Background: an optimization exercise with open tools, aiming at small area, a short achievable clock period and few clock cycles per item. Do not read the settings as production practice. RTL that was checked went through simulation tests only; none was proved equivalent to the original. Power figures rest on the tool's default switching activity, not on a simulated workload.

Setup of the previous run:
==> flow/design.v <==
module CORDIC_LUT(N, value);
	input [3:0] N;
	output [29:0] value;
	wire [29:0] atan_LUT [0:15];
	assign atan_LUT[00] = 30'h12E4051D;  
	assign atan_LUT[01] = 30'h13F670B6;  
	assign atan_LUT[02] = 30'h14444750;  
	assign atan_LUT[03] = 30'h14586A18;  
	assign atan_LUT[04] = 30'h145D7E10;  
	assign atan_LUT[05] = 30'h145EC3C0;  
	assign atan_LUT[06] = 30'h145F1540;  
	assign atan_LUT[07] = 30'h145F2980;  
	assign atan_LUT[08] = 30'h145F2E00;  
	assign atan_LUT[09] = 30'h145F3000;  
	assign atan_LUT[10] = 30'h145F3000;  
	assign atan_LUT[11] = 30'h145F3000;  
	assign atan_LUT[12] = 30'h145F3000;  
	assign atan_LUT[13] = 30'h145F2000;  
	assign atan_LUT[14] = 30'h145F4000;  
	assign atan_LUT[15] = 30'h145F0000;  
	assign value = atan_LUT[N];
endmodule
module CORDIC_sin_cos (clock, rst, strobe_in, angle, strobe_out, cos, sin);
	input clock;
	input rst;
	input strobe_in;
	input [31:0] angle;
	output strobe_out;
	output [16:0] cos;
	output [16:0] sin;
	reg signed [15:0] X, Y;
	reg [29:0] W;                
	reg NEG;                     
	reg [3:0] C;                 
	reg busy, done, prev_strobe_in;
	wire start = strobe_in & ~prev_strobe_in;
	wire signed [15:0] X1 = (angle[31] ^ angle[30]) ? -16'sd19429 : 16'sd19429;
	wire signed [15:0] Y1 = angle[31] ? -16'sd19429 : 16'sd19429;
	wire [29:0] Z1 = {~angle[29], angle[28:0]};
	wire pos = ~NEG;
	wire [29:0] Bn;
	CORDIC_LUT lut(C, Bn);
	wire [29:0] T;
	ZADD30 za(W, Bn ^ {30{pos}}, pos, T);
	wire signed [15:0] Xs = (X >>> 1) >>> C;
	wire signed [15:0] Ys = (Y >>> 1) >>> C;
	wire [15:0] Xn, Yn;
	ADD16 ax(X, Ys ^ {16{pos}}, pos, Xn);
	ADD16 ay(Y, Xs ^ {16{NEG}}, NEG, Yn);
	always @(posedge clock) begin
		prev_strobe_in <= strobe_in;
		if (rst) begin
			prev_strobe_in <= 1'b0;
			busy <= 1'b0;
			done <= 1'b0;
		end else begin
			done <= busy & (C == 4'd15);
			if (start)
				busy <= 1'b1;
			else if (C == 4'd15)
				busy <= 1'b0;
		end
	end
	always @(posedge clock) begin
		if (start) begin
			C <= 4'd0;
			X <= X1;
			Y <= Y1;
			W <= Z1;
			NEG <= ~angle[29];
		end else begin
			C <= C + 4'd1;
			X <= Xn;
			Y <= Yn;
			W <= {T[28:0], 1'b0};
			NEG <= T[29];
		end
	end
	assign cos = {X[15], X};
	assign sin = {Y[15], Y};
	assign strobe_out = done;
endmodule
module ZADD30(input [29:0] a, b, input ci, output [29:0] s);
wire [30:0] g0 = {a & b, ci};
wire [30:0] p0 = {a ^ b, 1'b0};
wire gg0 = g0[1] | (p0[1] & g0[0]);
wire pp0 = p0[1] & p0[0];
wire gg1 = g0[3] | (p0[3] & g0[2]);
wire pp1 = p0[3] & p0[2];
wire gg2 = g0[5] | (p0[5] & g0[4]);
wire pp2 = p0[5] & p0[4];
wire gg3 = g0[7] | (p0[7] & g0[6]);
wire pp3 = p0[7] & p0[6];
wire gg4 = g0[9] | (p0[9] & g0[8]);
wire pp4 = p0[9] & p0[8];
wire gg5 = g0[11] | (p0[11] & g0[10]);
wire pp5 = p0[11] & p0[10];
wire gg6 = g0[13] | (p0[13] & g0[12]);
wire pp6 = p0[13] & p0[12];
wire gg7 = g0[15] | (p0[15] & g0[14]);
wire pp7 = p0[15] & p0[14];
wire gg8 = g0[17] | (p0[17] & g0[16]);
wire pp8 = p0[17] & p0[16];
wire gg9 = g0[19] | (p0[19] & g0[18]);
wire pp9 = p0[19] & p0[18];
wire gg10 = g0[21] | (p0[21] & g0[20]);
wire pp10 = p0[21] & p0[20];
wire gg11 = g0[23] | (p0[23] & g0[22]);
wire pp11 = p0[23] & p0[22];
wire gg12 = g0[25] | (p0[25] & g0[24]);
wire pp12 = p0[25] & p0[24];
wire gg13 = g0[27] | (p0[27] & g0[26]);
wire pp13 = p0[27] & p0[26];
wire gg14 = g0[29] | (p0[29] & g0[28]);
wire pp14 = p0[29] & p0[28];
wire gg15 = gg1 | (pp1 & gg0);
wire pp15 = pp1 & pp0;
wire gg16 = gg3 | (pp3 & gg2);
wire pp16 = pp3 & pp2;
wire gg17 = gg5 | (pp5 & gg4);
wire pp17 = pp5 & pp4;
wire gg18 = gg7 | (pp7 & gg6);
wire pp18 = pp7 & pp6;
wire gg19 = gg9 | (pp9 & gg8);
wire pp19 = pp9 & pp8;
wire gg20 = gg11 | (pp11 & gg10);
wire pp20 = pp11 & pp10;
wire gg21 = gg13 | (pp13 & gg12);
wire pp21 = pp13 & pp12;
wire gg22 = gg16 | (pp16 & gg15);
wire pp22 = pp16 & pp15;
wire gg23 = gg18 | (pp18 & gg17);
wire pp23 = pp18 & pp17;
wire gg24 = gg20 | (pp20 & gg19);
wire pp24 = pp20 & pp19;
wire gg25 = gg23 | (pp23 & gg22);
wire pp25 = pp23 & pp22;
wire gg26 = gg24 | (pp24 & gg25);
wire pp26 = pp24 & pp25;
wire gg27 = gg17 | (pp17 & gg22);
wire pp27 = pp17 & pp22;
wire gg28 = gg19 | (pp19 & gg25);
wire pp28 = pp19 & pp25;
wire gg29 = gg21 | (pp21 & gg26);
wire pp29 = pp21 & pp26;
wire gg30 = gg2 | (pp2 & gg15);
wire pp30 = pp2 & pp15;
wire gg31 = gg4 | (pp4 & gg22);
wire pp31 = pp4 & pp22;
wire gg32 = gg6 | (pp6 & gg27);
wire pp32 = pp6 & pp27;
wire gg33 = gg8 | (pp8 & gg25);
wire pp33 = pp8 & pp25;
wire gg34 = gg10 | (pp10 & gg28);
wire pp34 = pp10 & pp28;
wire gg35 = gg12 | (pp12 & gg26);
wire pp35 = pp12 & pp26;
wire gg36 = gg14 | (pp14 & gg29);
wire pp36 = pp14 & pp29;
wire gg37 = g0[2] | (p0[2] & gg0);
wire pp37 = p0[2] & pp0;
wire gg38 = g0[4] | (p0[4] & gg15);
wire pp38 = p0[4] & pp15;
wire gg39 = g0[6] | (p0[6] & gg30);
wire pp39 = p0[6] & pp30;
wire gg40 = g0[8] | (p0[8] & gg22);
wire pp40 = p0[8] & pp22;
wire gg41 = g0[10] | (p0[10] & gg31);
wire pp41 = p0[10] & pp31;
wire gg42 = g0[12] | (p0[12] & gg27);
wire pp42 = p0[12] & pp27;
wire gg43 = g0[14] | (p0[14] & gg32);
wire pp43 = p0[14] & pp32;
wire gg44 = g0[16] | (p0[16] & gg25);
wire pp44 = p0[16] & pp25;
wire gg45 = g0[18] | (p0[18] & gg33);
wire pp45 = p0[18] & pp33;
wire gg46 = g0[20] | (p0[20] & gg28);
wire pp46 = p0[20] & pp28;
wire gg47 = g0[22] | (p0[22] & gg34);
wire pp47 = p0[22] & pp34;
wire gg48 = g0[24] | (p0[24] & gg26);
wire pp48 = p0[24] & pp26;
wire gg49 = g0[26] | (p0[26] & gg35);
wire pp49 = p0[26] & pp35;
wire gg50 = g0[28] | (p0[28] & gg29);
wire pp50 = p0[28] & pp29;
wire gg51 = g0[30] | (p0[30] & gg36);
wire pp51 = p0[30] & pp36;
wire [29:0] cc = {gg36, gg50, gg29, gg49, gg35, gg48, gg26, gg47, gg34, gg46, gg28, gg45, gg33, gg44, gg25, gg43, gg32, gg42, gg27, gg41, gg31, gg40, gg22, gg39, gg30, gg38, gg15, gg37, gg0, g0[0]};
assign s = a ^ b ^ cc;
endmodule
module ADD16(input [15:0] a, b, input ci, output [15:0] s);
wire [16:0] g0 = {a & b, ci};
wire [16:0] p0 = {a ^ b, 1'b0};
wire gg0 = g0[1] | (p0[1] & g0[0]);
wire pp0 = p0[1] & p0[0];
wire gg1 = g0[3] | (p0[3] & g0[2]);
wire pp1 = p0[3] & p0[2];
wire gg2 = g0[5] | (p0[5] & g0[4]);
wire pp2 = p0[5] & p0[4];
wire gg3 = g0[7] | (p0[7] & g0[6]);
wire pp3 = p0[7] & p0[6];
wire gg4 = g0[9] | (p0[9] & g0[8]);
wire pp4 = p0[9] & p0[8];
wire gg5 = g0[11] | (p0[11] & g0[10]);
wire pp5 = p0[11] & p0[10];
wire gg6 = g0[13] | (p0[13] & g0[12]);
wire pp6 = p0[13] & p0[12];
wire gg7 = g0[15] | (p0[15] & g0[14]);
wire pp7 = p0[15] & p0[14];
wire gg8 = gg1 | (pp1 & gg0);
wire pp8 = pp1 & pp0;
wire gg9 = gg3 | (pp3 & gg2);
wire pp9 = pp3 & pp2;
wire gg10 = gg5 | (pp5 & gg4);
wire pp10 = pp5 & pp4;
wire gg11 = gg7 | (pp7 & gg6);
wire pp11 = pp7 & pp6;
wire gg12 = gg9 | (pp9 & gg8);
wire pp12 = pp9 & pp8;
wire gg13 = gg11 | (pp11 & gg10);
wire pp13 = pp11 & pp10;
wire gg14 = gg13 | (pp13 & gg12);
wire pp14 = pp13 & pp12;
wire gg15 = gg10 | (pp10 & gg12);
wire pp15 = pp10 & pp12;
wire gg16 = gg2 | (pp2 & gg8);
wire pp16 = pp2 & pp8;
wire gg17 = gg4 | (pp4 & gg12);
wire pp17 = pp4 & pp12;
wire gg18 = gg6 | (pp6 & gg15);
wire pp18 = pp6 & pp15;
wire gg19 = g0[2] | (p0[2] & gg0);
wire pp19 = p0[2] & pp0;
wire gg20 = g0[4] | (p0[4] & gg8);
wire pp20 = p0[4] & pp8;
wire gg21 = g0[6] | (p0[6] & gg16);
wire pp21 = p0[6] & pp16;
wire gg22 = g0[8] | (p0[8] & gg12);
wire pp22 = p0[8] & pp12;
wire gg23 = g0[10] | (p0[10] & gg17);
wire pp23 = p0[10] & pp17;
wire gg24 = g0[12] | (p0[12] & gg15);
wire pp24 = p0[12] & pp15;
wire gg25 = g0[14] | (p0[14] & gg18);
wire pp25 = p0[14] & pp18;
wire gg26 = g0[16] | (p0[16] & gg14);
wire pp26 = p0[16] & pp14;
wire [15:0] cc = {gg14, gg25, gg18, gg24, gg15, gg23, gg17, gg22, gg12, gg21, gg16, gg20, gg8, gg19, gg0, g0[0]};
assign s = a ^ b ^ cc;
endmodule
export LEC_CHECK = 0
export ABC_AREA = 1
export CAP_MARGIN = 20
export CORE_MARGIN = 2
export CORE_UTILIZATION = 40
export CTS_BUF_LIST = sky130_fd_sc_hd__clkbuf_8
export SETUP_SLACK_MARGIN = 3.4
export SLEW_MARGIN = 20
create_clock -name core_clock -period 6.5 [get_ports {clock}]
standard.sh (not shown) runs the stock make flow with config.mk's settings and CLKGATE_MAP_FILE= SYNTH_SCRIPT=/design/flow/synth_recipe.tcl, a recipe that flattens the netlist after the stock synthesis.
==> flow/flow/run.sh <==
#!/bin/bash
# Layout flow: the standard flow (standard.sh) with two changes.
#  - ADDER_MAP_FILE is empty, so synthesis maps no full/half-adder cells and ABC
#    maps the adders to plain gates, which are faster than the library's fa/ha cells.
#  - buffer_ports puts a buf_1 on each port instead of the delay buffer it picks
#    by default.
# The synthesis is otherwise the standard one, so the registers are the same.
set -euo pipefail
export ADDER_MAP_FILE=
export BUFFER_PORTS_ARGS="-buffer_cell sky130_fd_sc_hd__buf_1"
bash standard.sh > standard.log 2>&1
Testbench counts of the previous run, summed over its fixed seeds: cycles 34,824, items 2,048.
#### Input delta (the current run over the previous run)
--- a/flow/design.v
+++ b/flow/design.v
@@ -1,25 +1,25 @@
 module CORDIC_LUT(N, value);
 	input [3:0] N;
 	output [29:0] value;
 	wire [29:0] atan_LUT [0:15];
-	assign atan_LUT[00] = 30'h12E4051D;  
-	assign atan_LUT[01] = 30'h13F670B6;  
-	assign atan_LUT[02] = 30'h14444750;  
-	assign atan_LUT[03] = 30'h14586A18;  
-	assign atan_LUT[04] = 30'h145D7E10;  
-	assign atan_LUT[05] = 30'h145EC3C0;  
-	assign atan_LUT[06] = 30'h145F1540;  
-	assign atan_LUT[07] = 30'h145F2980;  
-	assign atan_LUT[08] = 30'h145F2E00;  
-	assign atan_LUT[09] = 30'h145F3000;  
+	assign atan_LUT[00] = 30'h145F0000;  
+	assign atan_LUT[01] = 30'h12E4051D;  
+	assign atan_LUT[02] = 30'h13F670B6;  
+	assign atan_LUT[03] = 30'h14444750;  
+	assign atan_LUT[04] = 30'h14586A18;  
+	assign atan_LUT[05] = 30'h145D7E10;  
+	assign atan_LUT[06] = 30'h145EC3C0;  
+	assign atan_LUT[07] = 30'h145F1540;  
+	assign atan_LUT[08] = 30'h145F2980;  
+	assign atan_LUT[09] = 30'h145F2E00;  
 	assign atan_LUT[10] = 30'h145F3000;  
 	assign atan_LUT[11] = 30'h145F3000;  
 	assign atan_LUT[12] = 30'h145F3000;  
-	assign atan_LUT[13] = 30'h145F2000;  
-	assign atan_LUT[14] = 30'h145F4000;  
-	assign atan_LUT[15] = 30'h145F0000;  
+	assign atan_LUT[13] = 30'h145F3000;  
+	assign atan_LUT[14] = 30'h145F2000;  
+	assign atan_LUT[15] = 30'h145F4000;  
 	assign value = atan_LUT[N];
 endmodule
 module CORDIC_sin_cos (clock, rst, strobe_in, angle, strobe_out, cos, sin);
 	input clock;
 	input rst;
@@ -30,21 +30,23 @@
 	output [16:0] sin;
 	reg signed [15:0] X, Y;
 	reg [29:0] W;                
 	reg NEG;                     
 	reg [3:0] C;                 
+	reg [3:0] CZ;                
+	reg [3:0] CX;                
 	reg busy, done, prev_strobe_in;
 	wire start = strobe_in & ~prev_strobe_in;
 	wire signed [15:0] X1 = (angle[31] ^ angle[30]) ? -16'sd19429 : 16'sd19429;
 	wire signed [15:0] Y1 = angle[31] ? -16'sd19429 : 16'sd19429;
 	wire [29:0] Z1 = {~angle[29], angle[28:0]};
 	wire pos = ~NEG;
 	wire [29:0] Bn;
-	CORDIC_LUT lut(C, Bn);
+	CORDIC_LUT lut(CZ, Bn);
 	wire [29:0] T;
 	ZADD30 za(W, Bn ^ {30{pos}}, pos, T);
-	wire signed [15:0] Xs = (X >>> 1) >>> C;
+	wire signed [15:0] Xs = (X >>> 1) >>> (~CX);
 	wire signed [15:0] Ys = (Y >>> 1) >>> C;
 	wire [15:0] Xn, Yn;
 	ADD16 ax(X, Ys ^ {16{pos}}, pos, Xn);
 	ADD16 ay(Y, Xs ^ {16{NEG}}, NEG, Yn);
 	always @(posedge clock) begin
@@ -62,16 +64,20 @@
 		end
 	end
 	always @(posedge clock) begin
 		if (start) begin
 			C <= 4'd0;
+			CX <= 4'd15;
+			CZ <= 4'd1;
 			X <= X1;
 			Y <= Y1;
 			W <= Z1;
 			NEG <= ~angle[29];
 		end else begin
 			C <= C + 4'd1;
+			CX <= CX - 4'd1;
+			CZ <= CZ + 4'd1;
 			X <= Xn;
 			Y <= Yn;
 			W <= {T[28:0], 1'b0};
 			NEG <= T[29];
 		end
Results
The post-synthesis area per instance of the current run is higher than that of the previous run. The current run ends up with higher critical path data arrival time than the previous run does. Changes observed in the current run relative to the previous run: net switching fraction of the power now sits lower; routed wire length per instance now sits lower; leakage power now sits higher. Clock skew across the previous run and the current run: no real change. The previous run ended up with fewer cell instances than the current run did. Number of signal-net buffers in the layout sits lower in the current run than in the previous run. After detailed routing, the previous run needs less wire than the current run. The actual slew at the worst max-slew pin of the current run exceeds that of the previous run by 190 ps. The final critical-path share of the clock period number comes out lower for the current run vs the previous run.
Only the layout flow was run in the current run; the RTL was not checked for function there.

[separate check: timing with driven ports]
Ports are ideal in the flow. The routed layouts listed here were re-timed in OpenROAD.
Step 1, drivers: a clkbuf_16 drives clock and a buf_2 each remaining input, both assumed.
Step 2 also shifts input and output timing later by t, the mid clock arrival at the registers, as if the neighbouring blocks saw the same clock.
Slacks: ideal / step 1 / step 2; pairs: ideal / step 1.
run	t, ns	setup WS [ns]	worst register clock-pin slew, ns	worst data-port slew with drivers (ns)	cell pins on the clock port's net
the previous run	0.412	3.695 / 3.695 / 3.341	0.10 / 0.10	0.04	1
the current run	0.427	3.708 / 3.708 / 3.663	0.09 / 0.09	0.04	1
After both steps every run listed still meets setup and hold. The setup slack of the previous run, which loses most, moves by 0.000 ns with the drivers and by -0.354 ns with both steps.
